Background: an optimization exercise with open tools, aiming at small area. Do not read the settings as production practice.
Function was checked by simulation only, so behaviour that the tests miss may differ from the original.

==> flow/design.v (outline; a module is shown in full before it is edited, if it fits) <==
// module ime_sad_8x8: 1686 lines
// module sad_fa: 10 lines
// module sad_xor: 7 lines
// module sad_ha: 9 lines
module ime_sad_8x8 (
  clk       ,
  rstn      ,
  enable_i  ,
  ori_i     ,
  ref_i     ,
  sad_o
  );
  // ...
==> flow/run.sh <==
#!/bin/bash
# synth_recipe.tcl (not shown) runs the flow's synth.tcl, then flattens the netlist and writes it again
# the make line also repeats each setting of config.mk as NAME=value (left out here)
make -C /OpenROAD-flow-scripts/flow DESIGN_CONFIG=/design/flow/config.mk WORK_HOME=/design/flow/orfs CLKGATE_MAP_FILE= SYNTH_SCRIPT=/design/flow/synth_recipe.tcl finish
==> flow/config.mk <==
export PLATFORM = sky130hd
export DESIGN_NAME = ime_sad_8x8
export DESIGN_NICKNAME = ime_sad_8x8
export VERILOG_FILES = /design/flow/design.v
export SDC_FILE = /design/flow/constraint.sdc
export NUM_CORES = 4
export LEC_CHECK = 0
export CAP_MARGIN = 20
export CORE_MARGIN = 2
export CORE_UTILIZATION = 40
export SLEW_MARGIN = 20
export SYNTH_HIERARCHICAL = 1
export SYNTH_MINIMUM_KEEP_SIZE = 0
==> flow/constraint.sdc <==
create_clock -name core_clock -period 14.0 [get_ports {clk}]
set_input_delay 2.8000 -clock core_clock [delete_from_list [all_inputs] [get_ports {clk}]]
set_output_delay 2.8000 -clock core_clock [all_outputs]
set_load 0.01 [all_outputs]
==> flow_summary.ini, run 1 <==
[yosys]
ys_seq_area_share_pct = 1.251
ys_seq_elements = 14
synth_xor_area_share_pct = 16.01
synth_cell_types = 11
synth.top_cell.area_share_pct = 72.12
synth_common_cells = 1009 x fa_1, 448 x inv_1, 448 x xnor2_1
yosysMostFrequentCell = fa_1
synth_mux_area_share_pct = 0.5629
syn_area_sq_um = 28010
synthArstFlopShare_pct = 100.0
synth_top_family_by_area = adder cells
synth_nets = 4252
synth-compound-area-share_pct = 0
synth_edf_count = 0
yosys.area.top_type = fa_1
avgSynthCellArea_sq_um = 12.71
synthCells = 2203
synth_area_leaders = fa_1 72%, xnor2_1 14%, inv_1 6.0%
synth_adder_area_share_pct = 72.70
synth-simple-area-share_pct = 2.287
ys_warn_count = 7

[floorplanning]
initial_utilization_pct = 40.20
die_h_um = 268.6
row_count = 97

[status]
status = stopped before the end
stop_error = [ERROR PPL-0024] Number of IO pins (1041) exceeds maximum number of available positions (968). Increase the die perimeter from 1074.46um to 1415.76um.
lastStage = 3_2_place_iop
==> run 2, diff against run 1 <==
--- a/flow/config.mk
+++ b/flow/config.mk
@@ -6,8 +6,8 @@
 export NUM_CORES = 4
 export LEC_CHECK = 0
 export CAP_MARGIN = 20
-export CORE_MARGIN = 2
-export CORE_UTILIZATION = 40
+export CORE_AREA = 5 5 355 355
+export DIE_AREA = 0 0 360 360
 export SLEW_MARGIN = 20
 export SYNTH_HIERARCHICAL = 1
 export SYNTH_MINIMUM_KEEP_SIZE = 0
==> flow_summary.ini, run 2 <==
[setup_path]
max_stage_delay_ps = 550
critPathKind = in2reg
crit_path_start_kind = input port
cp_num_buf_inv = 3
required_ps = 14140
end_kind = register
critical_path_cell_count = 30
worst_path_max_delay_cell = clkdlybuf4s50_1
crit_family = adder cells
cp_max_fo = 6
cpMostUsedCell = fa_1
crit_arrival_ps = 13920
rr_worst_depth = 1

[global_route]
grt_pass1_vias = 25200
grt_max_degree = 15
grt.total_usage_pct = 23.10
grt_pass1_wl_um = 204400
grt_antenna_before_repair = 20
grt.overflow.total = 0

[detailed_routing]
drt-total-wl_um = 150800
first_pass_iters = 4
antenna_left = 0
dr_total_vias = 20410
vias_per_cell = 3.976
drcViolationCount = 0
drtIter0Drc = 922
wl_per_cell_um = 29.39

[floorplanning]
die_h_um = 360
die_w_um = 360
die_area_sq_um = 129600
pin_count = 1041
initial_utilization_pct = 23.01
row_count = 128
core_sq_um = 121700

[sta]
finalHoldViolCount = 0
maxSlewHeadroom_pct = 49.13
tns_ps = 0
grt_setup_unrepaired = yes
finalCriticalPeriod_ps = 13790
finalSetupViolCount = 0
drv_slew = 0
clock.fmax_ghz = 0.07252
finClkSkew_ps = 0
worst_slew_pin_slew_ps = 760.7
finalCritPeriodShare_pct = 98.49

[yosys]
ys_seq_area_share_pct = 1.251
ys_seq_elements = 14
synthArstFlopShare_pct = 100.0
synth_edf_count = 0
yosys.area.top_type = fa_1
synth_common_cells = 1009 x fa_1, 448 x inv_1, 448 x xnor2_1
synthCells = 2203
synthFlopType = dfrtp_1
synth_nets = 4252
syn_area_sq_um = 28010
synth_cell_types = 11
synth_area_leaders = fa_1 72%, xnor2_1 14%, inv_1 6.0%
yosysMostFrequentCell = fa_1
ys_warn_count = 7
synth.top_cell.area_share_pct = 72.12
avgSynthCellArea_sq_um = 12.71

[clock_tree]
clock_path_buffers = 2
cts_tree = built
cts-buffers-inserted = 3
cts.clk_slew.worst_paths_ps = 50
clk_latency_ps = 250
clock_sinks = 14
root_buffer = clkbuf_16
hold_buffers = 0
cts_htree_levels = 1

[cells_and_area]
layout_common_cells = 1035 x clkdlybuf4s50_1, 796 x fa_1, 448 x inv_1
regMostFlops = sad_o
multi_input_area_sq_um = 26640
largest_register_ff_count = 14
seqCellArea_sq_um = 350.3
fill_cells = 11990
reg_top3 = sad_o: 14 flops
instances_no_fill = 5132
drive_above_1_share_pct = 17.29
syn2layout_area_growth_pct = 55.96
nets = 5550
layout.cells.most_common = clkdlybuf4s50_1

[place]
gp_congestion = 0.9767
dp.final_hpwl_um = 147200
port_buffers = 1040
dp_cells = 5108

[hold_path]
hold_path_class = reg2reg
whs_path_depth = 1

[run]
maxCapViolCount = 0

[status]
status = finished clean
==> run 2: cell counts after synthesis <==
Identical to the previous run, type by type.
==> run 2: metrics by stage <==
stage	hold slack, ps	util (%)	setup WS, ps	cell area (sq um)
5_1_grt	523.5	35.88	-26.43	43670
6_report	505.8	35.89	211.6	43680
3_5_place_dp	498.7	34.90	-923.5	42480
2_1_floorplan	551.1	-	495.4	28010
4_1_cts	509.9	35.47	1.918	43170
3_3_place_gp	493.2	34.90	-870.9	42480
==> run 2: area by class of cell <==
type | count | area share, %
Multi-Input combinational cell | 1676 | 60.99
Tap cell | 1625 | 4.655
Timing Repair Buffer | 1358 | 29.49
Inverter | 448 | 3.850
Antenna cell | 8 | 0.04583
Sequential cell | 14 | 0.8020
Clock buffer | 3 | 0.1719
==> run 2: what timing repair did <==
action                                  in CTS  in global routing
endpoints found under the setup margin       3                  2
pin swaps                                   40                 44
gates resized for setup                    173                110
buffers inserted                             5                  8
==> run 2: worst paths after layout <==
| kind | slack, ps | endpoint | from |
|---|---|---|---|
| worst max-delay path | 210 | sad_o[13] | ref_i[89] |
| max in group asynchronous | 10540 | sad_o[13] | rstn |
| min in group asynchronous | 3000 | sad_o[3] | rstn |
| worst min-delay path | 510 | sad_o[11] | sad_o[11] |
| worst max register to register | 13230 | sad_o[5] | sad_o[5] |
| worst min register to register | 510 | sad_o[11] | sad_o[11] |
==> run 2: kinds of logic (layout without fill, tap and decap cells) <==
kind of cell               count (synthesis)  in the layout  synth area share, %
xor gates and xnor gates                 512            512                16.01
other                                      0              8                    0
and+or+nand+nor                          128            128                2.287
DFF                                       14             14                1.251
adders and majority gates               1022           1022                72.70
buffers and inverters                    513           1809                7.188
muxes                                     14             14               0.5629
==> run 2: layer usage <==
layer | part of all wire (%) | wire length, um | track usage [%]
met5 | 0.048 | 73 | 0
met2 | 53 | 79830 | 42.32
met3 | 4.6 | 6889 | 3.278
met4 | 0.72 | 1093 | 1.554
met1 | 42 | 62940 | 30.36
==> run 2: modules after synthesis, one instance, submodules excluded <==
module	area, sq um	flip-flops and latches
sad_xor	8.758	0
sad_ha	12.51	0
sad_fa	20.02	0
ime_sad_8x8	7086	14
==> run 3, diff against run 2 <==
==> flow/flow/run.sh (new file) <==
#!/bin/bash
# The standard layout, except that the input and output ports are buffered
# with the smallest buffer (buf_1) instead of the one buffer_ports picks.
set -euo pipefail
export BUFFER_PORTS_ARGS="-buffer_cell sky130_fd_sc_hd__buf_1"
bash standard.sh > standard.log 2>&1
==> flow/standard.sh (new file) <==
#!/bin/bash
# synth_recipe.tcl (not shown) runs the flow's synth.tcl, then flattens the netlist and writes it again
# the make line also repeats each setting of config.mk as NAME=value (left out here)
make -C /OpenROAD-flow-scripts/flow DESIGN_CONFIG=/design/flow/config.mk WORK_HOME=/design/flow/orfs CLKGATE_MAP_FILE= SYNTH_SCRIPT=/design/flow/synth_recipe.tcl "${@:-finish}"
--- a/flow/config.mk
+++ b/flow/config.mk
@@ -8,6 +8,7 @@
 export CAP_MARGIN = 20
 export CORE_AREA = 5 5 355 355
 export DIE_AREA = 0 0 360 360
+export GPL_TIMING_DRIVEN = 0
 export SLEW_MARGIN = 20
 export SYNTH_HIERARCHICAL = 1
 export SYNTH_MINIMUM_KEEP_SIZE = 0
removed: flow/run.sh
==> flow_summary.ini, run 3 <==
[yosys]
ys_warn_count = 7
synthArstFlopShare_pct = 100.0
yosysMostFrequentCell = fa_1
synth_edf_count = 0
avgSynthCellArea_sq_um = 12.71
synth_cell_types = 11
ys_seq_elements = 14
synth.top_cell.area_share_pct = 72.12
syn_area_sq_um = 28010
ys_seq_area_share_pct = 1.251
synth_area_leaders = fa_1 72%, xnor2_1 14%, inv_1 6.0%
yosys.area.top_type = fa_1
synth_nets = 4252
synth_common_cells = 1009 x fa_1, 448 x inv_1, 448 x xnor2_1
synthCells = 2203
synthFlopType = dfrtp_1

[detailed_routing]
first_pass_iters = 5
drtIter0Drc = 1036
vias_per_cell = 4.007
wl_per_cell_um = 29.05
dr_total_vias = 19570
drt-total-wl_um = 141900
drcViolationCount = 0
antenna_left = 0

[clock_tree]
cts_htree_levels = 1
clock_path_buffers = 2
clk_latency_ps = 240
cts_tree = built
root_buffer = clkbuf_16
clock_sinks = 14
cts-buffers-inserted = 3
cts.clk_slew.worst_paths_ps = 50

[floorplanning]
initial_utilization_pct = 23.01
core_sq_um = 121700
row_count = 128
die_area_sq_um = 129600
pin_count = 1041
die_h_um = 360
die_w_um = 360

[cells_and_area]
reg_top3 = sad_o: 14 flops
drive_above_1_share_pct = 7.879
syn2layout_area_growth_pct = 24.33
largest_register_ff_count = 14
fin_util_pct = 28.61
fill_cells = 12940
layout_common_cells = 1028 x buf_1, 893 x fa_1, 448 x inv_1
nets = 5300
instances_no_fill = 4885
layout.cells.most_common = buf_1
regMostFlops = sad_o

[setup_path]
cpMostUsedCell = fa_1
crit_path_start_kind = input port
worst_path_max_delay_cell = fa_1
cp_max_fo = 8
required_ps = 14130
critPathKind = in2reg
end_kind = register
max_stage_delay_ps = 750
crit_arrival_ps = 13900

[sta]
finalCritPeriodShare_pct = 98.34
worst_slew_pin_slew_ps = 884.4
grt_setup_unrepaired = no
drv_slew = 0
finalSetupViolCount = 0
finalHoldViolCount = 0
finClkSkew_ps = 0
clock.fmax_ghz = 0.07264
maxSlewHeadroom_pct = 41.04
finalCriticalPeriod_ps = 13770

[global_route]
grt.total_usage_pct = 21.59
grt_max_degree = 15
grt_antenna_before_repair = 43
grt_pass1_vias = 23760
grt_pass1_wl_um = 190100
grt.overflow.total = 0

[place]
dp.final_hpwl_um = 139000
port_buffers = 1040
dp_cells = 4868
gp_congestion = 0.9607

[run]
maxCapViolCount = 0

[hold_path]
hold_path_class = reg2reg

[status]
status = finished clean
run 3: metrics by stage:
stage / area [sq um] / hold WS [ps] / TNS [ps] / setup slack (ps)
after floorplan: 28010 / 551.1 / 0 / 495.4
after global placement: 33950 / 490.8 / -1622 / -790.6
after detailed placement: 33950 / 494.6 / -1967 / -904.9
after CTS: 34210 / 504.7 / 0 / 1.798
after global routing: 34810 / 517.8 / 0 / 2.987
final: 34820 / 501.8 / 0 / 232.5
run 3: modules after synthesis (local to each module, per instance):
module | area, sq um | flip-flops and latches
sad_fa | 20.02 | 0
ime_sad_8x8 | 7086 | 14
sad_ha | 12.51 | 0
sad_xor | 8.758 | 0
run 3: path summary, 6_finish.rpt:
| path | to | startpoint | slack, ps | depth (start not counted) |
|---|---|---|---|---|
| worst max-delay path | sad_o[13] | ori_i[264] | 230 | 29 |
| worst min-delay path | sad_o[2] | sad_o[2] | 500 | 1 |
| worst max register to register | sad_o[6] | sad_o[6] | 13240 | 1 |
| worst min register to register | sad_o[2] | sad_o[2] | 500 | 1 |
| max in group asynchronous | sad_o[5] | rstn | 10800 | 1 |
| min in group asynchronous | sad_o[4] | rstn | 2650 | 1 |
run 3: kinds of logic (layout without fill, tap and decap cells):
family | after synthesis | after routing | synth area share, %
xor gates and xnor gates | 512 | 512 | 16.01
adders and majority gates | 1022 | 1022 | 72.70
buffers and inverters | 513 | 1559 | 7.188
DFF | 14 | 14 | 1.251
muxes | 14 | 14 | 0.5629
other | 0 | 11 | 0
and+or+nand+nor | 128 | 128 | 2.287
run 3: area by class of cell:
cell class / instances / area [sq um] / share of cell area (%)
diodes: 11 / 27.53 / 0.07905
plain buffers: 65 / 410.4 / 1.179
clock buffers: 3 / 75.07 / 0.2156
inverters: 448 / 1682 / 4.829
multi-input cells: 1676 / 26290 / 75.50
flip-flops and latches: 14 / 350.3 / 1.006
well taps: 1625 / 2033 / 5.839
repair buffers: 1043 / 3954 / 11.35
run 3: metal layers:
layer	vias up	track usage [%]	wire length, um
met5	-	0	184
li1	8220	-	-
met3	86	3.630	7990
met4	32	1.733	1404
met2	725	39.13	73870
met1	10510	28.27	58450
run 3: repair_timing:
action,4_1_cts,5_1_grt
setup endpoints to repair,3,2
hold buffers,0,0
gates resized for setup,39,186
buffers inserted,1,2
pin swaps,8,38
run 3: critical path: cells and delay by family:
| kind | cells | cell delay (ps) |
|---|---|---|
| adder cells (fa/ha/maj) | 24 | 10160 |
| buffers and inverters | 2 | 310 |
| AND/OR/NAND/NOR | 1 | 180 |
| multiplexers | 1 | 260 |
| XOR/XNOR | 1 | 180 |
==> run 4, diff against run 3 <==
--- a/flow/config.mk
+++ b/flow/config.mk
@@ -8,7 +8,6 @@
 export CAP_MARGIN = 20
 export CORE_AREA = 5 5 355 355
 export DIE_AREA = 0 0 360 360
-export GPL_TIMING_DRIVEN = 0
 export SLEW_MARGIN = 20
 export SYNTH_HIERARCHICAL = 1
 export SYNTH_MINIMUM_KEEP_SIZE = 0
==> flow_summary.ini, run 4 <==
[status]
status = finished clean

[clock_tree]
cts.clk_slew.worst_paths_ps = 50
hold_buffers = 0
clk_latency_ps = 240
clock_sinks = 14
cts-buffers-inserted = 3
cts_htree_levels = 1
clock_path_buffers = 2
root_buffer = clkbuf_16
post_cts_buffers = 0
cts_tree = built

[place]
port_buffers = 1040
post_dp_cell_area_sq_um = 35750
post-place-ws_ps = -478.7
dp.final_hpwl_um = 145100
dp_cells = 5074
gp_congestion = 0.9661

[setup_path]
cp_max_fo = 7
critPathLaunch = ori_i[504]
critPathKind = in2reg
crit_path_start_kind = input port
crit_arrival_ps = 13950
cpMostUsedCell = fa_1
required_ps = 14130
worst_path_max_delay_cell = fa_2
r2r-start = sad_o[13]
end_kind = register
max_stage_delay_ps = 610
ff2ff_setup_slack_ps = 13240

[cells_and_area]
reg_top3 = sad_o: 14 flops
drive_above_1_share_pct = 10.69
largest_register_ff_count = 14
layout_common_cells = 1040 x buf_1, 945 x fa_1, 448 x inv_1
fin_util_pct = 29.69
nets = 5503
fill_cells = 12840
instances_no_fill = 5086
syn2layout_area_growth_pct = 29.01
layout.cells.most_common = buf_1
regMostFlops = sad_o
finalInstanceArea_sq_um = 36130

[sta]
finalCriticalPeriod_ps = 13810
clock.fmax_ghz = 0.07239
finalSetupViolCount = 0
tns_ps = 0
holdWs_ps = 502.8
finalCritPeriodShare_pct = 98.67
finalHoldViolCount = 0
fin_ws_ps = 185.5
drv_slew = 0
finClkSkew_ps = 0
worst_slew_pin_slew_ps = 888.5
maxSlewHeadroom_pct = 40.77

[yosys]
synthCells = 2203
synth_common_cells = 1009 x fa_1, 448 x inv_1, 448 x xnor2_1
syn_area_sq_um = 28010
synth_nets = 4252
synth.top_cell.area_share_pct = 72.12
yosysMostFrequentCell = fa_1
synthFlopType = dfrtp_1
synth_edf_count = 0
yosys.area.top_type = fa_1
synth_area_leaders = fa_1 72%, xnor2_1 14%, inv_1 6.0%
avgSynthCellArea_sq_um = 12.71
ys_seq_area_share_pct = 1.251
ys_seq_elements = 14
synthArstFlopShare_pct = 100.0
ys_warn_count = 7
synth_cell_types = 11

[run]
maxCapViolCount = 0

[global_route]
grt_pass1_vias = 24850
grt_antenna_before_repair = 35
grt_max_degree = 15
grt.overflow.total = 0
grt_pass1_wl_um = 197900
grt.total_usage_pct = 22.44

[detailed_routing]
first_pass_iters = 4
dr_total_vias = 20430
antenna_left = 0
drtIter0Drc = 1282
drt-total-wl_um = 147500
vias_per_cell = 4.017
drcViolationCount = 0
wl_per_cell_um = 29.00

[floorplanning]
die_area_sq_um = 129600
core_sq_um = 121700
die_h_um = 360
pin_count = 1041
initial_utilization_pct = 23.01
row_count = 128
die_w_um = 360

[hold_path]
hold_path_class = reg2reg
hold_start = sad_o[5]
[run 4: timing repair]
action	in CTS	in global routing
cloned	0	0
setup endpoints to repair	2	2
pin swaps	1	13
gates resized for setup	17	66
[run 4: routing by layer]
metal | routed length, um | global-route usage [%]
met1 | 61000 | 29.27
met2 | 76870 | 40.62
met3 | 7985 | 3.942
met4 | 1483 | 1.912
met5 | 156 | 0
[run 4: cells by family (layout without fill, tap and decap cells)]
| group | count (synthesis) | in the layout | synth area share [%] |
|---|---|---|---|
| mux | 14 | 14 | 0.5629 |
| fa+ha+maj | 1022 | 1022 | 72.70 |
| flops | 14 | 14 | 1.251 |
| other cells | 0 | 9 | 0 |
| xor+xnor | 512 | 512 | 16.01 |
| buf+inv | 513 | 1762 | 7.188 |
| simple gates | 128 | 128 | 2.287 |
[run 4: path summary, 6_finish.rpt]
path,end,cells after the start
hold / removal,sad_o[5],1
max in group asynchronous,sad_o[8],1
min in group asynchronous,sad_o[3],1
setup / recovery,sad_o[13],29
setup reg to reg,sad_o[13],1
hold reg to reg,sad_o[5],1
[run 4: area by class of cell]
class | count | area (sq um) | share of cell area [%]
Clock buffer | 3 | 75.07 | 0.2078
Tap cell | 1625 | 2033 | 5.627
Sequential cell | 14 | 350.3 | 0.9696
Multi-Input combinational cell | 1676 | 25930 | 71.76
Inverter | 448 | 1682 | 4.654
Timing Repair Buffer | 1311 | 6042 | 16.72
Antenna cell | 9 | 22.52 | 0.06233
[run 4: modules after synthesis, one instance, submodules excluded]
module | times used | cells
sad_fa | 1009 | 1
ime_sad_8x8 | 1 | 1117
sad_ha | 13 | 1
sad_xor | 64 | 1
[run 4: worst max-delay path: cells and delay by family]
kind	cells	cell delay [ps]
fa+ha+maj	24	10100
simple gates	1	150
mux	1	260
xor+xnor	1	380
buf+inv	2	270
==> run 5, diff against run 4 <==
==> flow/flow/run.sh (replaced) <==
#!/bin/bash
# The standard layout, except that:
# - the input and output ports are buffered with the smallest buffer (buf_1)
#   instead of the one buffer_ports picks;
# - each pixel's input pins are placed together (flow/io.tcl).
set -euo pipefail
export BUFFER_PORTS_ARGS="-buffer_cell sky130_fd_sc_hd__buf_1"
export IO_CONSTRAINTS="$PWD/flow/io.tcl"
bash standard.sh > standard.log 2>&1
==> flow/flow/io.tcl (new file) <==
# Keep each pixel's 16 input pins together, bit by bit, so that its
# subtractor chain sits in one place by the die's edge.
set_io_pin_constraint -group -order -pin_names {ori_i[0] ref_i[0] ori_i[1] ref_i[1] ori_i[2] ref_i[2] ori_i[3] ref_i[3] ori_i[4] ref_i[4] ori_i[5] ref_i[5] ori_i[6] ref_i[6] ori_i[7] ref_i[7]}
set_io_pin_constraint -group -order -pin_names {ori_i[8] ref_i[8] ori_i[9] ref_i[9] ori_i[10] ref_i[10] ori_i[11] ref_i[11] ori_i[12] ref_i[12] ori_i[13] ref_i[13] ori_i[14] ref_i[14] ori_i[15] ref_i[15]}
set_io_pin_constraint -group -order -pin_names {ori_i[16] ref_i[16] ori_i[17] ref_i[17] ori_i[18] ref_i[18] ori_i[19] ref_i[19] ori_i[20] ref_i[20] ori_i[21] ref_i[21] ori_i[22] ref_i[22] ori_i[23] ref_i[23]}
set_io_pin_constraint -group -order -pin_names {ori_i[24] ref_i[24] ori_i[25] ref_i[25] ori_i[26] ref_i[26] ori_i[27] ref_i[27] ori_i[28] ref_i[28] ori_i[29] ref_i[29] ori_i[30] ref_i[30] ori_i[31] ref_i[31]}
set_io_pin_constraint -group -order -pin_names {ori_i[32] ref_i[32] ori_i[33] ref_i[33] ori_i[34] ref_i[34] ori_i[35] ref_i[35] ori_i[36] ref_i[36] ori_i[37] ref_i[37] ori_i[38] ref_i[38] ori_i[39] ref_i[39]}
set_io_pin_constraint -group -order -pin_names {ori_i[40] ref_i[40] ori_i[41] ref_i[41] ori_i[42] ref_i[42] ori_i[43] ref_i[43] ori_i[44] ref_i[44] ori_i[45] ref_i[45] ori_i[46] ref_i[46] ori_i[47] ref_i[47]}
set_io_pin_constraint -group -order -pin_names {ori_i[48] ref_i[48] ori_i[49] ref_i[49] ori_i[50] ref_i[50] ori_i[51] ref_i[51] ori_i[52] ref_i[52] ori_i[53] ref_i[53] ori_i[54] ref_i[54] ori_i[55] ref_i[55]}
set_io_pin_constraint -group -order -pin_names {ori_i[56] ref_i[56] ori_i[57] ref_i[57] ori_i[58] ref_i[58] ori_i[59] ref_i[59] ori_i[60] ref_i[60] ori_i[61] ref_i[61] ori_i[62] ref_i[62] ori_i[63] ref_i[63]}
set_io_pin_constraint -group -order -pin_names {ori_i[64] ref_i[64] ori_i[65] ref_i[65] ori_i[66] ref_i[66] ori_i[67] ref_i[67] ori_i[68] ref_i[68] ori_i[69] ref_i[69] ori_i[70] ref_i[70] ori_i[71] ref_i[71]}
set_io_pin_constraint -group -order -pin_names {ori_i[72] ref_i[72] ori_i[73] ref_i[73] ori_i[74] ref_i[74] ori_i[75] ref_i[75] ori_i[76] ref_i[76] ori_i[77] ref_i[77] ori_i[78] ref_i[78] ori_i[79] ref_i[79]}
set_io_pin_constraint -group -order -pin_names {ori_i[80] ref_i[80] ori_i[81] ref_i[81] ori_i[82] ref_i[82] ori_i[83] ref_i[83] ori_i[84] ref_i[84] ori_i[85] ref_i[85] ori_i[86] ref_i[86] ori_i[87] ref_i[87]}
set_io_pin_constraint -group -order -pin_names {ori_i[88] ref_i[88] ori_i[89] ref_i[89] ori_i[90] ref_i[90] ori_i[91] ref_i[91] ori_i[92] ref_i[92] ori_i[93] ref_i[93] ori_i[94] ref_i[94] ori_i[95] ref_i[95]}
set_io_pin_constraint -group -order -pin_names {ori_i[96] ref_i[96] ori_i[97] ref_i[97] ori_i[98] ref_i[98] ori_i[99] ref_i[99] ori_i[100] ref_i[100] ori_i[101] ref_i[101] ori_i[102] ref_i[102] ori_i[103] ref_i[103]}
set_io_pin_constraint -group -order -pin_names {ori_i[104] ref_i[104] ori_i[105] ref_i[105] ori_i[106] ref_i[106] ori_i[107] ref_i[107] ori_i[108] ref_i[108] ori_i[109] ref_i[109] ori_i[110] ref_i[110] ori_i[111] ref_i[111]}
set_io_pin_constraint -group -order -pin_names {ori_i[112] ref_i[112] ori_i[113] ref_i[113] ori_i[114] ref_i[114] ori_i[115] ref_i[115] ori_i[116] ref_i[116] ori_i[117] ref_i[117] ori_i[118] ref_i[118] ori_i[119] ref_i[119]}
set_io_pin_constraint -group -order -pin_names {ori_i[120] ref_i[120] ori_i[121] ref_i[121] ori_i[122] ref_i[122] ori_i[123] ref_i[123] ori_i[124] ref_i[124] ori_i[125] ref_i[125] ori_i[126] ref_i[126] ori_i[127] ref_i[127]}
set_io_pin_constraint -group -order -pin_names {ori_i[128] ref_i[128] ori_i[129] ref_i[129] ori_i[130] ref_i[130] ori_i[131] ref_i[131] ori_i[132] ref_i[132] ori_i[133] ref_i[133] ori_i[134] ref_i[134] ori_i[135] ref_i[135]}
set_io_pin_constraint -group -order -pin_names {ori_i[136] ref_i[136] ori_i[137] ref_i[137] ori_i[138] ref_i[138] ori_i[139] ref_i[139] ori_i[140] ref_i[140] ori_i[141] ref_i[141] ori_i[142] ref_i[142] ori_i[143] ref_i[143]}
set_io_pin_constraint -group -order -pin_names {ori_i[144] ref_i[144] ori_i[145] ref_i[145] ori_i[146] ref_i[146] ori_i[147] ref_i[147] ori_i[148] ref_i[148] ori_i[149] ref_i[149] ori_i[150] ref_i[150] ori_i[151] ref_i[151]}
set_io_pin_constraint -group -order -pin_names {ori_i[152] ref_i[152] ori_i[153] ref_i[153] ori_i[154] ref_i[154] ori_i[155] ref_i[155] ori_i[156] ref_i[156] ori_i[157] ref_i[157] ori_i[158] ref_i[158] ori_i[159] ref_i[159]}
set_io_pin_constraint -group -order -pin_names {ori_i[160] ref_i[160] ori_i[161] ref_i[161] ori_i[162] ref_i[162] ori_i[163] ref_i[163] ori_i[164] ref_i[164] ori_i[165] ref_i[165] ori_i[166] ref_i[166] ori_i[167] ref_i[167]}
set_io_pin_constraint -group -order -pin_names {ori_i[168] ref_i[168] ori_i[169] ref_i[169] ori_i[170] ref_i[170] ori_i[171] ref_i[171] ori_i[172] ref_i[172] ori_i[173] ref_i[173] ori_i[174] ref_i[174] ori_i[175] ref_i[175]}
set_io_pin_constraint -group -order -pin_names {ori_i[176] ref_i[176] ori_i[177] ref_i[177] ori_i[178] ref_i[178] ori_i[179] ref_i[179] ori_i[180] ref_i[180] ori_i[181] ref_i[181] ori_i[182] ref_i[182] ori_i[183] ref_i[183]}
set_io_pin_constraint -group -order -pin_names {ori_i[184] ref_i[184] ori_i[185] ref_i[185] ori_i[186] ref_i[186] ori_i[187] ref_i[187] ori_i[188] ref_i[188] ori_i[189] ref_i[189] ori_i[190] ref_i[190] ori_i[191] ref_i[191]}
set_io_pin_constraint -group -order -pin_names {ori_i[192] ref_i[192] ori_i[193] ref_i[193] ori_i[194] ref_i[194] ori_i[195] ref_i[195] ori_i[196] ref_i[196] ori_i[197] ref_i[197] ori_i[198] ref_i[198] ori_i[199] ref_i[199]}
set_io_pin_constraint -group -order -pin_names {ori_i[200] ref_i[200] ori_i[201] ref_i[201] ori_i[202] ref_i[202] ori_i[203] ref_i[203] ori_i[204] ref_i[204] ori_i[205] ref_i[205] ori_i[206] ref_i[206] ori_i[207] ref_i[207]}
set_io_pin_constraint -group -order -pin_names {ori_i[208] ref_i[208] ori_i[209] ref_i[209] ori_i[210] ref_i[210] ori_i[211] ref_i[211] ori_i[212] ref_i[212] ori_i[213] ref_i[213] ori_i[214] ref_i[214] ori_i[215] ref_i[215]}
set_io_pin_constraint -group -order -pin_names {ori_i[216] ref_i[216] ori_i[217] ref_i[217] ori_i[218] ref_i[218] ori_i[219] ref_i[219] ori_i[220] ref_i[220] ori_i[221] ref_i[221] ori_i[222] ref_i[222] ori_i[223] ref_i[223]}
set_io_pin_constraint -group -order -pin_names {ori_i[224] ref_i[224] ori_i[225] ref_i[225] ori_i[226] ref_i[226] ori_i[227] ref_i[227] ori_i[228] ref_i[228] ori_i[229] ref_i[229] ori_i[230] ref_i[230] ori_i[231] ref_i[231]}
set_io_pin_constraint -group -order -pin_names {ori_i[232] ref_i[232] ori_i[233] ref_i[233] ori_i[234] ref_i[234] ori_i[235] ref_i[235] ori_i[236] ref_i[236] ori_i[237] ref_i[237] ori_i[238] ref_i[238] ori_i[239] ref_i[239]}
set_io_pin_constraint -group -order -pin_names {ori_i[240] ref_i[240] ori_i[241] ref_i[241] ori_i[242] ref_i[242] ori_i[243] ref_i[243] ori_i[244] ref_i[244] ori_i[245] ref_i[245] ori_i[246] ref_i[246] ori_i[247] ref_i[247]}
set_io_pin_constraint -group -order -pin_names {ori_i[248] ref_i[248] ori_i[249] ref_i[249] ori_i[250] ref_i[250] ori_i[251] ref_i[251] ori_i[252] ref_i[252] ori_i[253] ref_i[253] ori_i[254] ref_i[254] ori_i[255] ref_i[255]}
set_io_pin_constraint -group -order -pin_names {ori_i[256] ref_i[256] ori_i[257] ref_i[257] ori_i[258] ref_i[258] ori_i[259] ref_i[259] ori_i[260] ref_i[260] ori_i[261] ref_i[261] ori_i[262] ref_i[262] ori_i[263] ref_i[263]}
set_io_pin_constraint -group -order -pin_names {ori_i[264] ref_i[264] ori_i[265] ref_i[265] ori_i[266] ref_i[266] ori_i[267] ref_i[267] ori_i[268] ref_i[268] ori_i[269] ref_i[269] ori_i[270] ref_i[270] ori_i[271] ref_i[271]}
set_io_pin_constraint -group -order -pin_names {ori_i[272] ref_i[272] ori_i[273] ref_i[273] ori_i[274] ref_i[274] ori_i[275] ref_i[275] ori_i[276] ref_i[276] ori_i[277] ref_i[277] ori_i[278] ref_i[278] ori_i[279] ref_i[279]}
set_io_pin_constraint -group -order -pin_names {ori_i[280] ref_i[280] ori_i[281] ref_i[281] ori_i[282] ref_i[282] ori_i[283] ref_i[283] ori_i[284] ref_i[284] ori_i[285] ref_i[285] ori_i[286] ref_i[286] ori_i[287] ref_i[287]}
set_io_pin_constraint -group -order -pin_names {ori_i[288] ref_i[288] ori_i[289] ref_i[289] ori_i[290] ref_i[290] ori_i[291] ref_i[291] ori_i[292] ref_i[292] ori_i[293] ref_i[293] ori_i[294] ref_i[294] ori_i[295] ref_i[295]}
set_io_pin_constraint -group -order -pin_names {ori_i[296] ref_i[296] ori_i[297] ref_i[297] ori_i[298] ref_i[298] ori_i[299] ref_i[299] ori_i[300] ref_i[300] ori_i[301] ref_i[301] ori_i[302] ref_i[302] ori_i[303] ref_i[303]}
set_io_pin_constraint -group -order -pin_names {ori_i[304] ref_i[304] ori_i[305] ref_i[305] ori_i[306] ref_i[306] ori_i[307] ref_i[307] ori_i[308] ref_i[308] ori_i[309] ref_i[309] ori_i[310] ref_i[310] ori_i[311] ref_i[311]}
set_io_pin_constraint -group -order -pin_names {ori_i[312] ref_i[312] ori_i[313] ref_i[313] ori_i[314] ref_i[314] ori_i[315] ref_i[315] ori_i[316] ref_i[316] ori_i[317] ref_i[317] ori_i[318] ref_i[318] ori_i[319] ref_i[319]}
set_io_pin_constraint -group -order -pin_names {ori_i[320] ref_i[320] ori_i[321] ref_i[321] ori_i[322] ref_i[322] ori_i[323] ref_i[323] ori_i[324] ref_i[324] ori_i[325] ref_i[325] ori_i[326] ref_i[326] ori_i[327] ref_i[327]}
set_io_pin_constraint -group -order -pin_names {ori_i[328] ref_i[328] ori_i[329] ref_i[329] ori_i[330] ref_i[330] ori_i[331] ref_i[331] ori_i[332] ref_i[332] ori_i[333] ref_i[333] ori_i[334] ref_i[334] ori_i[335] ref_i[335]}
set_io_pin_constraint -group -order -pin_names {ori_i[336] ref_i[336] ori_i[337] ref_i[337] ori_i[338] ref_i[338] ori_i[339] ref_i[339] ori_i[340] ref_i[340] ori_i[341] ref_i[341] ori_i[342] ref_i[342] ori_i[343] ref_i[343]}
set_io_pin_constraint -group -order -pin_names {ori_i[344] ref_i[344] ori_i[345] ref_i[345] ori_i[346] ref_i[346] ori_i[347] ref_i[347] ori_i[348] ref_i[348] ori_i[349] ref_i[349] ori_i[350] ref_i[350] ori_i[351] ref_i[351]}
set_io_pin_constraint -group -order -pin_names {ori_i[352] ref_i[352] ori_i[353] ref_i[353] ori_i[354] ref_i[354] ori_i[355] ref_i[355] ori_i[356] ref_i[356] ori_i[357] ref_i[357] ori_i[358] ref_i[358] ori_i[359] ref_i[359]}
set_io_pin_constraint -group -order -pin_names {ori_i[360] ref_i[360] ori_i[361] ref_i[361] ori_i[362] ref_i[362] ori_i[363] ref_i[363] ori_i[364] ref_i[364] ori_i[365] ref_i[365] ori_i[366] ref_i[366] ori_i[367] ref_i[367]}
set_io_pin_constraint -group -order -pin_names {ori_i[368] ref_i[368] ori_i[369] ref_i[369] ori_i[370] ref_i[370] ori_i[371] ref_i[371] ori_i[372] ref_i[372] ori_i[373] ref_i[373] ori_i[374] ref_i[374] ori_i[375] ref_i[375]}
set_io_pin_constraint -group -order -pin_names {ori_i[376] ref_i[376] ori_i[377] ref_i[377] ori_i[378] ref_i[378] ori_i[379] ref_i[379] ori_i[380] ref_i[380] ori_i[381] ref_i[381] ori_i[382] ref_i[382] ori_i[383] ref_i[383]}
set_io_pin_constraint -group -order -pin_names {ori_i[384] ref_i[384] ori_i[385] ref_i[385] ori_i[386] ref_i[386] ori_i[387] ref_i[387] ori_i[388] ref_i[388] ori_i[389] ref_i[389] ori_i[390] ref_i[390] ori_i[391] ref_i[391]}
set_io_pin_constraint -group -order -pin_names {ori_i[392] ref_i[392] ori_i[393] ref_i[393] ori_i[394] ref_i[394] ori_i[395] ref_i[395] ori_i[396] ref_i[396] ori_i[397] ref_i[397] ori_i[398] ref_i[398] ori_i[399] ref_i[399]}
set_io_pin_constraint -group -order -pin_names {ori_i[400] ref_i[400] ori_i[401] ref_i[401] ori_i[402] ref_i[402] ori_i[403] ref_i[403] ori_i[404] ref_i[404] ori_i[405] ref_i[405] ori_i[406] ref_i[406] ori_i[407] ref_i[407]}
set_io_pin_constraint -group -order -pin_names {ori_i[408] ref_i[408] ori_i[409] ref_i[409] ori_i[410] ref_i[410] ori_i[411] ref_i[411] ori_i[412] ref_i[412] ori_i[413] ref_i[413] ori_i[414] ref_i[414] ori_i[415] ref_i[415]}
set_io_pin_constraint -group -order -pin_names {ori_i[416] ref_i[416] ori_i[417] ref_i[417] ori_i[418] ref_i[418] ori_i[419] ref_i[419] ori_i[420] ref_i[420] ori_i[421] ref_i[421] ori_i[422] ref_i[422] ori_i[423] ref_i[423]}
set_io_pin_constraint -group -order -pin_names {ori_i[424] ref_i[424] ori_i[425] ref_i[425] ori_i[426] ref_i[426] ori_i[427] ref_i[427] ori_i[428] ref_i[428] ori_i[429] ref_i[429] ori_i[430] ref_i[430] ori_i[431] ref_i[431]}
set_io_pin_constraint -group -order -pin_names {ori_i[432] ref_i[432] ori_i[433] ref_i[433] ori_i[434] ref_i[434] ori_i[435] ref_i[435] ori_i[436] ref_i[436] ori_i[437] ref_i[437] ori_i[438] ref_i[438] ori_i[439] ref_i[439]}
set_io_pin_constraint -group -order -pin_names {ori_i[440] ref_i[440] ori_i[441] ref_i[441] ori_i[442] ref_i[442] ori_i[443] ref_i[443] ori_i[444] ref_i[444] ori_i[445] ref_i[445] ori_i[446] ref_i[446] ori_i[447] ref_i[447]}
set_io_pin_constraint -group -order -pin_names {ori_i[448] ref_i[448] ori_i[449] ref_i[449] ori_i[450] ref_i[450] ori_i[451] ref_i[451] ori_i[452] ref_i[452] ori_i[453] ref_i[453] ori_i[454] ref_i[454] ori_i[455] ref_i[455]}
set_io_pin_constraint -group -order -pin_names {ori_i[456] ref_i[456] ori_i[457] ref_i[457] ori_i[458] ref_i[458] ori_i[459] ref_i[459] ori_i[460] ref_i[460] ori_i[461] ref_i[461] ori_i[462] ref_i[462] ori_i[463] ref_i[463]}
set_io_pin_constraint -group -order -pin_names {ori_i[464] ref_i[464] ori_i[465] ref_i[465] ori_i[466] ref_i[466] ori_i[467] ref_i[467] ori_i[468] ref_i[468] ori_i[469] ref_i[469] ori_i[470] ref_i[470] ori_i[471] ref_i[471]}
set_io_pin_constraint -group -order -pin_names {ori_i[472] ref_i[472] ori_i[473] ref_i[473] ori_i[474] ref_i[474] ori_i[475] ref_i[475] ori_i[476] ref_i[476] ori_i[477] ref_i[477] ori_i[478] ref_i[478] ori_i[479] ref_i[479]}
set_io_pin_constraint -group -order -pin_names {ori_i[480] ref_i[480] ori_i[481] ref_i[481] ori_i[482] ref_i[482] ori_i[483] ref_i[483] ori_i[484] ref_i[484] ori_i[485] ref_i[485] ori_i[486] ref_i[486] ori_i[487] ref_i[487]}
set_io_pin_constraint -group -order -pin_names {ori_i[488] ref_i[488] ori_i[489] ref_i[489] ori_i[490] ref_i[490] ori_i[491] ref_i[491] ori_i[492] ref_i[492] ori_i[493] ref_i[493] ori_i[494] ref_i[494] ori_i[495] ref_i[495]}
set_io_pin_constraint -group -order -pin_names {ori_i[496] ref_i[496] ori_i[497] ref_i[497] ori_i[498] ref_i[498] ori_i[499] ref_i[499] ori_i[500] ref_i[500] ori_i[501] ref_i[501] ori_i[502] ref_i[502] ori_i[503] ref_i[503]}
set_io_pin_constraint -group -order -pin_names {ori_i[504] ref_i[504] ori_i[505] ref_i[505] ori_i[506] ref_i[506] ori_i[507] ref_i[507] ori_i[508] ref_i[508] ori_i[509] ref_i[509] ori_i[510] ref_i[510] ori_i[511] ref_i[511]}
--- a/flow/config.mk
+++ b/flow/config.mk
@@ -8,6 +8,7 @@
 export CAP_MARGIN = 20
 export CORE_AREA = 5 5 355 355
 export DIE_AREA = 0 0 360 360
+export GPL_TIMING_DRIVEN = 0
 export SLEW_MARGIN = 20
 export SYNTH_HIERARCHICAL = 1
 export SYNTH_MINIMUM_KEEP_SIZE = 0
==> flow_summary.ini, run 5 <==
[status]
status = finished clean

[sta]
holdWs_ps = 509.8
clock.fmax_ghz = 0.07235
fin_ws_ps = 177.5
finalHoldViolCount = 0
drv_slew = 0
worst_slew_pin_slew_ps = 581.4
tns_ps = 0
finClkSkew_ps = 0
maxSlewHeadroom_pct = 60.96
finalCritPeriodShare_pct = 98.73
finalCriticalPeriod_ps = 13820
finalSetupViolCount = 0

[place]
dp_cells = 4868
dp.final_hpwl_um = 120200
post_dp_cell_area_sq_um = 33950
port_buffers = 1040
post-place-ws_ps = -711.3
gp_congestion = 0.9363

[yosys]
synth_edf_count = 0
avgSynthCellArea_sq_um = 12.71
synthFlopType = dfrtp_1
synthArstFlopShare_pct = 100.0
synth_common_cells = 1009 x fa_1, 448 x inv_1, 448 x xnor2_1
ys_warn_count = 7
synth_cell_types = 11
ys_seq_elements = 14
synth.top_cell.area_share_pct = 72.12
syn_area_sq_um = 28010
ys_seq_area_share_pct = 1.251
synth_nets = 4252
yosysMostFrequentCell = fa_1
synthCells = 2203
synth_area_leaders = fa_1 72%, xnor2_1 14%, inv_1 6.0%
yosys.area.top_type = fa_1

[clock_tree]
clock_path_buffers = 2
cts.clk_slew.worst_paths_ps = 60
clock_sinks = 14
root_buffer = clkbuf_16
clk_latency_ps = 260
cts-buffers-inserted = 3
cts_htree_levels = 1
cts_tree = built

[cells_and_area]
layout_common_cells = 1035 x buf_1, 912 x fa_1, 448 x inv_1
diodes = 0
finalInstanceArea_sq_um = 35110
largest_register_ff_count = 14
layout.cells.most_common = buf_1
fill_cells = 12790
syn2layout_area_growth_pct = 25.36
instances_no_fill = 4876
nets = 5302
regMostFlops = sad_o
drive_above_1_share_pct = 8.397
reg_top3 = sad_o: 14 flops

[detailed_routing]
dr_total_vias = 18810
drtIter0Drc = 828
vias_per_cell = 3.857
antenna_left = 0
drcViolationCount = 0
wl_per_cell_um = 25.29
first_pass_iters = 7
drt-total-wl_um = 123300

[setup_path]
cpMostUsedCell = fa_1
rr_worst_depth = 1
crit_arrival_ps = 13970
ff2ff_setup_slack_ps = 13210
crit_path_start_kind = input port
required_ps = 14140
cp_max_fo = 8
worst_path_max_delay_cell = fa_1
r2r-start = sad_o[9]
critPathKind = in2reg
end_kind = register
max_stage_delay_ps = 580
r2r-end = sad_o[9]

[hold_path]
whs_path_depth = 1
hold_path_class = reg2reg
hold_start = sad_o[3]
whs_endpoint = sad_o[3]

[run]
maxCapViolCount = 0

[floorplanning]
pin_count = 1041
core_sq_um = 121700
initial_utilization_pct = 23.01
die_h_um = 360
die_area_sq_um = 129600
row_count = 128
die_w_um = 360

[global_route]
grt_max_degree = 15
grt.overflow.total = 0
grt_antenna_before_repair = 2
grt.total_usage_pct = 18.67
grt_pass1_vias = 22610
grt_pass1_wl_um = 166400
-- run 5: cell count changes in the layout (fill, tap and decap cells not counted), moves of 8 or more --
cell,previous run,this run
xnor2_1,434,385
diode_2,9,0
buf_2,0,47
xor2_2,1,18
buf_4,262,14
fa_2,64,97
xor2_1,63,44
xnor2_2,14,55
xnor2_4,0,8
fa_1,945,912
-- run 5: layout make-up --
| type | instances | area [sq um] | area share [%] |
|---|---|---|---|
| multi-input combinational | 1676 | 26630 | 75.83 |
| timing repair buffer | 1045 | 3960 | 11.28 |
| tap | 1625 | 2033 | 5.791 |
| inverter | 448 | 1682 | 4.790 |
| buffer | 65 | 384.1 | 1.094 |
| sequential | 14 | 350.3 | 0.9978 |
| clock buffer | 3 | 75.07 | 0.2138 |
-- run 5: stage by stage --
step                utilization [%]
finish                        28.85
global route                  28.85
CTS                           28.19
detailed placement            27.89
global placement              27.89
floorplan                         -
-- run 5: Yosys stat by module, one instance, submodules excluded --
module       flops+latches  area [sq um]  copies in the design
sad_fa                   0         20.02                  1009
sad_xor                  0         8.758                    64
sad_ha                   0         12.51                    13
ime_sad_8x8             14          7086                     1
-- run 5: worst max-delay path by stage --
stage | startpoint | to | depth (start not counted)
finish | ori_i[88] | sad_o[13] | 29
global route | ori_i[120] | sad_o[13] | 29
CTS | ori_i[504] | sad_o[13] | 30
detailed placement | ref_i[504] | sad_o[13] | 26
global placement | ref_i[504] | sad_o[13] | 26
floorplan | ori_i[392] | sad_o[13] | 29
-- run 5: what timing repair did --
| action | 4_1_cts | 5_1_grt |
|---|---|---|
| setup endpoints to repair | 2 | 2 |
| buffers inserted | 1 | 4 |
| resized for setup | 50 | 174 |
| pin swaps | 6 | 33 |
| hold buffers | 0 | 0 |
-- run 5: worst max-delay path: cells and delay by family --
| kind | cells | cell delay (ps) |
|---|---|---|
| xor+xnor | 1 | 470 |
| buf+inv | 2 | 290 |
| fa+ha+maj | 24 | 9970 |
| mux | 1 | 260 |
| simple gates | 1 | 160 |
-- run 5: kinds of logic (layout without fill, tap and decap cells) --
group / after synthesis / in the layout / synth area share (%)
and+or+nand+nor: 128 / 128 / 2.287
xor gates and xnor gates: 512 / 512 / 16.01
DFF: 14 / 14 / 1.251
adders and majority gates: 1022 / 1022 / 72.70
muxes: 14 / 14 / 0.5629
buffers and inverters: 513 / 1561 / 7.188
-- run 5: per-layer routing --
metal	GRT usage, %	vias up	share of wire (%)
met1	23.44	9867	39
met5	0	-	0.016
met2	35.34	668	55
met3	2.227	54	4.7
li1	-	8214	-
met4	2.300	2	1.6
==> run 6, diff against run 5 <==
==> flow/flow/run.sh (replaced) <==
#!/bin/bash
# The standard layout, except that:
# - the input and output ports are buffered with the smallest buffer (buf_1)
#   instead of the one buffer_ports picks;
# - pins may sit one routing track apart, so that a smaller die holds them;
# - each pixel's input pins are placed together (flow/io.tcl).
set -euo pipefail
export BUFFER_PORTS_ARGS="-buffer_cell sky130_fd_sc_hd__buf_1"
export PLACE_PINS_ARGS="-min_distance 1 -min_distance_in_tracks"
export IO_CONSTRAINTS="$PWD/flow/io.tcl"
bash standard.sh > standard.log 2>&1
--- a/flow/config.mk
+++ b/flow/config.mk
@@ -6,8 +6,9 @@
 export NUM_CORES = 4
 export LEC_CHECK = 0
 export CAP_MARGIN = 20
-export CORE_AREA = 5 5 355 355
-export DIE_AREA = 0 0 360 360
+export CORE_AREA = 5 5 255 255
+export CTS_BUF_LIST = sky130_fd_sc_hd__clkbuf_4
+export DIE_AREA = 0 0 260 260
 export GPL_TIMING_DRIVEN = 0
 export SLEW_MARGIN = 20
 export SYNTH_HIERARCHICAL = 1
==> flow_summary.ini, run 6 <==
[setup_path]
critPathKind = in2reg
r2r-start = sad_o[1]
end_kind = register
required_ps = 14170
max_stage_delay_ps = 550
ff2ff_setup_slack_ps = 13230
worst_path_max_delay_cell = fa_1
cp_max_fo = 8
r2r-end = sad_o[1]
crit_path_start_kind = input port
crit_arrival_ps = 13910
rr_worst_depth = 1
cpMostUsedCell = fa_1

[yosys]
synth_edf_count = 0
yosys.area.top_type = fa_1
syn_area_sq_um = 28010
synth_area_leaders = fa_1 72%, xnor2_1 14%, inv_1 6.0%
synth.top_cell.area_share_pct = 72.12
synthFlopType = dfrtp_1
ys_seq_elements = 14
yosysMostFrequentCell = fa_1
synthArstFlopShare_pct = 100.0
synth_nets = 4252
synth_common_cells = 1009 x fa_1, 448 x inv_1, 448 x xnor2_1
ys_warn_count = 7
avgSynthCellArea_sq_um = 12.71
synthCells = 2203
ys_seq_area_share_pct = 1.251
synth_cell_types = 11

[sta]
finalSetupViolCount = 0
tns_ps = 0
finalHoldViolCount = 0
worst_slew_pin_slew_ps = 790.6
holdWs_ps = 511.1
drv_slew = 0
maxSlewHeadroom_pct = 47.29
finalCriticalPeriod_ps = 13740
finClkSkew_ps = 0
clock.fmax_ghz = 0.07279
fin_ws_ps = 261.0
finalCritPeriodShare_pct = 98.14

[cells_and_area]
finalInstanceArea_sq_um = 33330
layout_common_cells = 1036 x buf_1, 964 x fa_1, 448 x inv_1
regMostFlops = sad_o
nets = 5299
drive_above_1_share_pct = 4.834
syn2layout_area_growth_pct = 19.00
layout.cells.most_common = buf_1
reg_top3 = sad_o: 14 flops
largest_register_ff_count = 14

[clock_tree]
root_buffer = clkbuf_4
hold_buffers = 0
clock_path_buffers = 2
cts_htree_levels = 1
cts-buffers-inserted = 3
cts_tree = built
cts.clk_slew.worst_paths_ps = 80
clock_sinks = 14
clk_latency_ps = 280

[place]
port_buffers = 1040
post_dp_cell_area_sq_um = 32960
post-place-ws_ps = -352.0
gp_congestion = 0.9870
dp.final_hpwl_um = 98670

[floorplanning]
initial_utilization_pct = 45.30
pin_count = 1041
row_count = 91
core_sq_um = 61830
die_h_um = 260
die_area_sq_um = 67600
die_w_um = 260

[detailed_routing]
vias_per_cell = 4.824
first_pass_iters = 27
drtIter0Drc = 1282
antenna_left = 0
wl_per_cell_um = 24.91
drt-total-wl_um = 101800
drcViolationCount = 0
dr_total_vias = 19710

[global_route]
grt_pass1_vias = 23830
grt.total_usage_pct = 30.14
grt_max_degree = 15
grt_pass1_wl_um = 148600
grt.overflow.total = 0
grt_antenna_before_repair = 3

[hold_path]
hold_start = sad_o[13]
hold_path_class = reg2reg
whs_endpoint = sad_o[13]
whs_path_depth = 1

[run]
maxCapViolCount = 0

[status]
status = finished clean
-- run 6: cell types whose count changed in the layout (fill, tap and decap cells not counted), moves of 6 or more --
cell,previous run,this run
xnor2_4,8,0
buf_2,47,55
fa_2,97,45
xnor2_2,55,10
fa_1,912,964
xor2_1,44,50
buf_4,14,8
xnor2_1,385,438
-- run 6: worst max path at each step --
stage,from,to,slack (ps),depth (start not counted)
finish,ori_i[128],sad_o[13],260,30
global route,ori_i[328],sad_o[13],-8,30
CTS,ori_i[504],sad_o[13],2,30
detailed placement,ref_i[32],sad_o[13],-350,27
global placement,ref_i[32],sad_o[13],-280,27
floorplan,ori_i[392],sad_o[13],500,29
-- run 6: routing by layer --
layer | vias up | share of wire (%) | track usage (%)
li1 | 8208 | - | -
met1 | 10060 | 41 | 43.01
met2 | 1244 | 46 | 48.13
met3 | 192 | 10 | 6.893
met4 | 4 | 2.8 | 6.326
met5 | - | 0.027 | 0
-- run 6: cell families (layout without fill, tap and decap cells) --
group,count (synthesis),count (layout),share of synthesized area (%)
DFF,14,14,1.251
adders and majority gates,1022,1022,72.70
and+or+nand+nor,128,128,2.287
muxes,14,14,0.5629
xor gates and xnor gates,512,512,16.01
other,0,1,0
buffers and inverters,513,1558,7.188
-- run 6: modules after synthesis, one instance, submodules excluded --
| module | area, sq um | flops+latches | cells | copies in the design |
|---|---|---|---|---|
| ime_sad_8x8 | 7086 | 14 | 1117 | 1 |
| sad_ha | 12.51 | 0 | 1 | 13 |
| sad_xor | 8.758 | 0 | 1 | 64 |
| sad_fa | 20.02 | 0 | 1 | 1009 |
-- run 6: layout make-up --
cell class	instances	area [sq um]
diodes	1	2.502
plain buffers	65	354.1
multi-input cells	1676	25950
inverters	448	1682
fillers	5599	28490
clock buffers	3	22.52
repair buffers	1042	3924
well taps	837	1047
flip-flops and latches	14	350.3
-- run 6: timing repair --
action	in CTS	in global routing
buffers inserted	0	2
pin swaps	1	22
endpoints found under the setup margin	1	2
resized for setup	4	85
-- run 6: stage by stage --
step                      instances  utilization [%]
after floorplan                2203                -
after global placement         4080            53.31
after detailed placement       4080            53.31
after CTS                      4083            53.38
after global routing           4086            53.91
final                          4086            53.91
-- run 6: critical path: cells and delay by family --
kind | cells | cell delay (ps)
AND/OR/NAND/NOR | 1 | 150
adder cells (fa/ha/maj) | 25 | 10230
buffers and inverters | 2 | 290
XOR/XNOR | 1 | 170
multiplexers | 1 | 260
==> run 7, diff against run 6 <==
--- a/flow/config.mk
+++ b/flow/config.mk
@@ -7,7 +7,6 @@
 export LEC_CHECK = 0
 export CAP_MARGIN = 20
 export CORE_AREA = 5 5 255 255
-export CTS_BUF_LIST = sky130_fd_sc_hd__clkbuf_4
 export DIE_AREA = 0 0 260 260
 export GPL_TIMING_DRIVEN = 0
 export SLEW_MARGIN = 20
==> flow_summary.ini, run 7 <==
[cells_and_area]
largest_register_ff_count = 14
layout_common_cells = 1037 x buf_1, 972 x fa_1, 448 x inv_1
reg_top3 = sad_o: 14 flops
regMostFlops = sad_o
diodes = 0
instances_no_fill = 4085
nets = 5299
layout.cells.most_common = buf_1
syn2layout_area_growth_pct = 19.04
drive_above_1_share_pct = 4.495

[clock_tree]
cts_htree_levels = 1
clk_latency_ps = 240
hold_buffers = 0
cts.clk_slew.worst_paths_ps = 50
clock_path_buffers = 2
cts-buffers-inserted = 3
cts_tree = built
root_buffer = clkbuf_16
clock_sinks = 14

[setup_path]
end_kind = register
worst_path_max_delay_cell = fa_1
crit_arrival_ps = 13890
r2r-end = sad_o[1]
r2r-start = sad_o[1]
cp_max_fo = 8
critPathKind = in2reg
cpMostUsedCell = fa_1
crit_path_start_kind = input port
required_ps = 14130
max_stage_delay_ps = 550
rr_worst_depth = 1
ff2ff_setup_slack_ps = 13230

[hold_path]
hold_start = sad_o[13]
hold_path_class = reg2reg
whs_path_depth = 1
whs_endpoint = sad_o[13]

[yosys]
synth.top_cell.area_share_pct = 72.12
synth_area_leaders = fa_1 72%, xnor2_1 14%, inv_1 6.0%
ys_warn_count = 7
synth_edf_count = 0
yosysMostFrequentCell = fa_1
ys_seq_elements = 14
ys_seq_area_share_pct = 1.251
synthFlopType = dfrtp_1
synth_top_family_by_area = adder cells
synthArstFlopShare_pct = 100.0
yosys.area.top_type = fa_1
syn_area_sq_um = 28010
synth_cell_types = 11
synth-compound-area-share_pct = 0
synth_common_cells = 1009 x fa_1, 448 x inv_1, 448 x xnor2_1
synth_mux_area_share_pct = 0.5629
synth_adder_area_share_pct = 72.70
synthCells = 2203
synth_nets = 4252
synth-simple-area-share_pct = 2.287
avgSynthCellArea_sq_um = 12.71
synth_xor_area_share_pct = 16.01

[sta]
finalCritPeriodShare_pct = 98.27
finalSetupViolCount = 0
fin_ws_ps = 241.7
worst_slew_pin_slew_ps = 806.1
finalHoldViolCount = 0
finClkSkew_ps = 0
maxSlewHeadroom_pct = 46.26
grt_setup_unrepaired = no
drv_slew = 0
clock.fmax_ghz = 0.07268
finalCriticalPeriod_ps = 13760
holdWs_ps = 504.0

[detailed_routing]
vias_per_cell = 4.819
first_pass_iters = 25
drt-total-wl_um = 101700
antenna_left = 0
drtIter0Drc = 1284
drcViolationCount = 0
dr_total_vias = 19690
wl_per_cell_um = 24.90

[run]
maxCapViolCount = 0

[place]
dp_cells = 4080
port_buffers = 1040
dp.final_hpwl_um = 98670
gp_congestion = 0.9870
post-place-ws_ps = -352.0

[floorplanning]
die_area_sq_um = 67600
die_h_um = 260
pin_count = 1041
row_count = 91
core_sq_um = 61830
die_w_um = 260
initial_utilization_pct = 45.30

[global_route]
grt_max_degree = 15
grt_pass1_wl_um = 148600
met3_usage_pct = 7.087
busiest_layer = met2
grt_antenna_before_repair = 2
grt_pass1_vias = 23830
grt.total_usage_pct = 30.15
met2_usage_pct = 48.05
grt.met1_usage_pct = 42.89
grt.overflow.total = 0

[status]
status = finished clean
run 7: per-module statistics from Yosys, one instance, submodules excluded:
module / times used / cells inside / cell area [sq um]
ime_sad_8x8: 1 / 1117 / 7086
sad_fa: 1009 / 1 / 20.02
sad_ha: 13 / 1 / 12.51
sad_xor: 64 / 1 / 8.758
run 7: per-layer routing:
metal / wire length (um) / vias up
li1: - / 8211
met4: 3159 / 4
met1: 42060 / 10000
met2: 46250 / 1268
met3: 10240 / 200
met5: 27 / -
run 7: repair_timing:
action | 4_1_cts | 5_1_grt
pin swaps | 4 | 13
setup endpoints to repair | 1 | 2
hold endpoints to repair | 0 | 0
gates resized for setup | 9 | 65
setup buffers | 0 | 2
run 7: logic make-up (layout without fill, tap and decap cells):
family        count (synthesis)  count (layout)
buf+inv                     513            1558
simple gates                128             128
xor+xnor                    512             512
flops                        14              14
mux                          14              14
fa+ha+maj                  1022            1022
run 7: worst max-delay path by stage:
stage | startpoint | endpoint | depth (start not counted)
after floorplan | ori_i[392] | sad_o[13] | 29
after global placement | ref_i[32] | sad_o[13] | 27
after detailed placement | ref_i[32] | sad_o[13] | 27
after CTS | ori_i[56] | sad_o[13] | 30
after global routing | ori_i[336] | sad_o[13] | 27
final | ori_i[408] | sad_o[13] | 29
run 7: metrics by stage:
| stage | utilization (%) | TNS (ps) | area, sq um |
|---|---|---|---|
| final | 53.93 | 0 | 33340 |
| after global routing | 53.93 | 0 | 33340 |
| after CTS | 53.48 | 0 | 33070 |
| after detailed placement | 53.31 | -517.2 | 32960 |
| after global placement | 53.31 | -379.5 | 32960 |
| after floorplan | - | 0 | 28010 |
run 7: layout make-up:
class / count / area [sq um]
inverters: 448 / 1682
flip-flops and latches: 14 / 350.3
fillers: 5600 / 28480
clock buffers: 3 / 75.07
multi-input cells: 1676 / 25910
plain buffers: 65 / 351.6
well taps: 837 / 1047
repair buffers: 1042 / 3923
run 7: worst max-delay path, delay by kind of cell:
family	cells	cell delay, ps
and+or+nand+nor	1	170
buffers and inverters	2	330
xor gates and xnor gates	1	340
muxes	1	260
adders and majority gates	24	9980
==> run 8, diff against run 7 <==
==> flow/flow/run.sh (replaced) <==
#!/bin/bash
# The standard layout, except that:
# - the input and output ports are buffered with the smallest buffer (buf_1)
#   instead of the one buffer_ports picks;
# - pins may sit one routing track apart, so that a smaller die holds them;
# - gates off the critical paths are downsized after global routing
#   (RECOVER_POWER);
# - each pixel's input pins are placed together (flow/io.tcl).
set -euo pipefail
export BUFFER_PORTS_ARGS="-buffer_cell sky130_fd_sc_hd__buf_1"
export PLACE_PINS_ARGS="-min_distance 1 -min_distance_in_tracks"
export RECOVER_POWER=100
export IO_CONSTRAINTS="$PWD/flow/io.tcl"
bash standard.sh > standard.log 2>&1
--- a/flow/config.mk
+++ b/flow/config.mk
@@ -7,6 +7,7 @@
 export LEC_CHECK = 0
 export CAP_MARGIN = 20
 export CORE_AREA = 5 5 255 255
+export CTS_BUF_LIST = sky130_fd_sc_hd__clkbuf_4
 export DIE_AREA = 0 0 260 260
 export GPL_TIMING_DRIVEN = 0
 export SLEW_MARGIN = 20
==> flow_summary.ini, run 8 <==
[yosys]
synthArstFlopShare_pct = 100.0
yosysMostFrequentCell = fa_1
synth_area_leaders = fa_1 72%, xnor2_1 14%, inv_1 6.0%
synth_common_cells = 1009 x fa_1, 448 x inv_1, 448 x xnor2_1
syn_area_sq_um = 28010
synthFlopType = dfrtp_1
synth_nets = 4252
ys_seq_area_share_pct = 1.251
synth_edf_count = 0
ys_warn_count = 7
ys_seq_elements = 14
yosys.area.top_type = fa_1
synth.top_cell.area_share_pct = 72.12
synthCells = 2203
avgSynthCellArea_sq_um = 12.71
synth_cell_types = 11

[place]
dp.final_hpwl_um = 98670
post-place-ws_ps = -352.0
port_buffers = 1040
gp_congestion = 0.9870
dp_cells = 4080

[clock_tree]
clock_path_buffers = 2
clock_sinks = 14
root_buffer = clkbuf_4
cts-buffers-inserted = 3
cts.clk_slew.worst_paths_ps = 80
cts_htree_levels = 1
clk_latency_ps = 270
hold_buffers = 0
cts_tree = built

[sta]
finClkSkew_ps = 0
worst_slew_pin_slew_ps = 786.4
maxSlewHeadroom_pct = 47.57
finalSetupViolCount = 0
drv_slew = 0
finalHoldViolCount = 0
finalCriticalPeriod_ps = 13730
tns_ps = 0
fin_ws_ps = 265.1
clock.fmax_ghz = 0.07281
finalCritPeriodShare_pct = 98.11

[global_route]
grt_antenna_before_repair = 3
grt_max_degree = 15
grt.overflow.total = 0
grt_pass1_wl_um = 148600
grt_pass1_vias = 23830
grt.total_usage_pct = 30.14

[cells_and_area]
syn2layout_area_growth_pct = 19.00
layout.cells.most_common = buf_1
nets = 5299
instances_no_fill = 4086
drive_above_1_share_pct = 4.834
regMostFlops = sad_o
fin_util_pct = 53.91
fill_cells = 5599
reg_top3 = sad_o: 14 flops
layout_common_cells = 1031 x buf_1, 964 x fa_1, 448 x inv_1
largest_register_ff_count = 14

[setup_path]
cp_num_buf_inv = 2
ff2ff_setup_slack_ps = 13230
crit_path_start_kind = input port
r2r-start = sad_o[1]
required_ps = 14170
rr_worst_depth = 1
cpMostUsedCell = fa_1
worst_path_max_delay_cell = fa_1
critPathKind = in2reg
crit_arrival_ps = 13900
r2r-end = sad_o[1]
cp_max_fo = 8
critical_path_cell_count = 30
end_kind = register
crit_family = adder cells
max_stage_delay_ps = 550

[status]
status = finished clean

[hold_path]
whs_endpoint = sad_o[13]
whs_path_depth = 1
hold_start = sad_o[13]
hold_path_class = reg2reg

[detailed_routing]
drcViolationCount = 0
first_pass_iters = 26
wl_per_cell_um = 24.92
drt-total-wl_um = 101800
vias_per_cell = 4.825
antenna_left = 0
dr_total_vias = 19720
drtIter0Drc = 1309

[floorplanning]
core_sq_um = 61830
row_count = 91
initial_utilization_pct = 45.30
pin_count = 1041
die_area_sq_um = 67600
die_h_um = 260
die_w_um = 260

[run]
maxCapViolCount = 0
[run 8: cell count changes in the layout (fill, tap and decap cells not counted), sizes merged]
cell    change
clkbuf      +4
buf         -4
diode       +1
[run 8: repair_timing]
action,in CTS,in global routing
buffers inserted,0,2
gates resized for setup,4,85
setup endpoints to repair,1,2
pin swaps,1,22
[run 8: metal layers]
metal | wire [um] | up-vias | global-route usage, %
met5 | 27 | - | 0
met4 | 2956 | 4 | 6.326
met3 | 10290 | 200 | 6.893
met2 | 46510 | 1251 | 48.13
met1 | 42020 | 10050 | 43.01
li1 | - | 8210 | -
[run 8: through the flow]
stage	cell area, sq um	hold slack (ps)
floorplan	28010	551.1
global placement	32960	497.3
detailed placement	32960	494.5
CTS	33000	513.7
global route	33330	530.3
finish	33330	511.3
[run 8: layout make-up]
class / instances / area [sq um] / share of cell area, %
Multi-Input combinational cell: 1676 / 25950 / 77.85
Timing Repair Buffer: 1042 / 3924 / 11.77
Inverter: 448 / 1682 / 5.045
Tap cell: 837 / 1047 / 3.142
Buffer: 65 / 354.1 / 1.062
Sequential cell: 14 / 350.3 / 1.051
Clock buffer: 3 / 22.52 / 0.06757
Antenna cell: 1 / 2.502 / 0.007508
[run 8: worst max-delay path by stage]
stage	from	endpoint	slack, ps
floorplan	ori_i[392]	sad_o[13]	500
global placement	ref_i[32]	sad_o[13]	-280
detailed placement	ref_i[32]	sad_o[13]	-350
CTS	ori_i[504]	sad_o[13]	2
global route	ori_i[328]	sad_o[13]	-8
finish	ori_i[128]	sad_o[13]	270
[run 8: logic make-up (layout without fill, tap and decap cells)]
logic type	Yosys count	count (layout)	share of synthesized area, %
xor gates and xnor gates	512	512	16.01
adders and majority gates	1022	1022	72.70
buffers and inverters	513	1558	7.188
DFF	14	14	1.251
muxes	14	14	0.5629
other	0	1	0
and+or+nand+nor	128	128	2.287
[run 8: per-module statistics from Yosys (local to each module, per instance)]
module | cells | area (sq um) | copies in the design | flops+latches
sad_fa | 1 | 20.02 | 1009 | 0
ime_sad_8x8 | 1117 | 7086 | 1 | 14
sad_xor | 1 | 8.758 | 64 | 0
sad_ha | 1 | 12.51 | 13 | 0

## separate check: timing with driven ports
In the flow no input, the clock included, has a driving cell. The finished layouts below were timed again as built, in two steps.
Step 1 (the two cells are an assumption about what drives the block):
set clk [get_ports {clk}]
set_driving_cell -lib_cell sky130_fd_sc_hd__clkbuf_16 $clk
set_driving_cell -lib_cell sky130_fd_sc_hd__buf_2 [delete_from_list [all_inputs] $clk]
Step 2, shift: input delay + t, output delay - t, t = (earliest + latest rising clock arrival at the registers) / 2. This alone moves slack from input paths to output paths.
a / b / c = ideal ports / drivers / drivers and shift; a / b = the first two.
run	t (ns)	setup slack, ns	worst setup path at the end	clock arrival spread, ns	worst slew at a driven data input, ns
run 2	0.322	0.212 / 0.057 / -0.265	input to register	0.003 / 0.003	0.26
run 3	0.312	0.233 / 0.166 / -0.147	input to register	0.006 / 0.005	0.24
run 4	0.311	0.186 / 0.151 / -0.160	input to register	0.002 / 0.002	0.25
run 5	0.320	0.177 / 0.217 / -0.102	input to register	0.004 / 0.005	0.11
run 6	0.304	0.261 / 0.262 / -0.043	input to register	0.001 / 0.001	0.11
run 7	0.278	0.242 / 0.253 / -0.025	input to register	0.001 / 0.001	0.11
run 8	0.301	0.265 / 0.268 / -0.034	input to register	0.001 / 0.001	0.11
With both steps, setup timing fails in every run listed, where it was met with ideal ports. For run 2, which loses most, drivers alone change the setup slack by -0.155 ns; drivers and shift together by -0.477 ns.
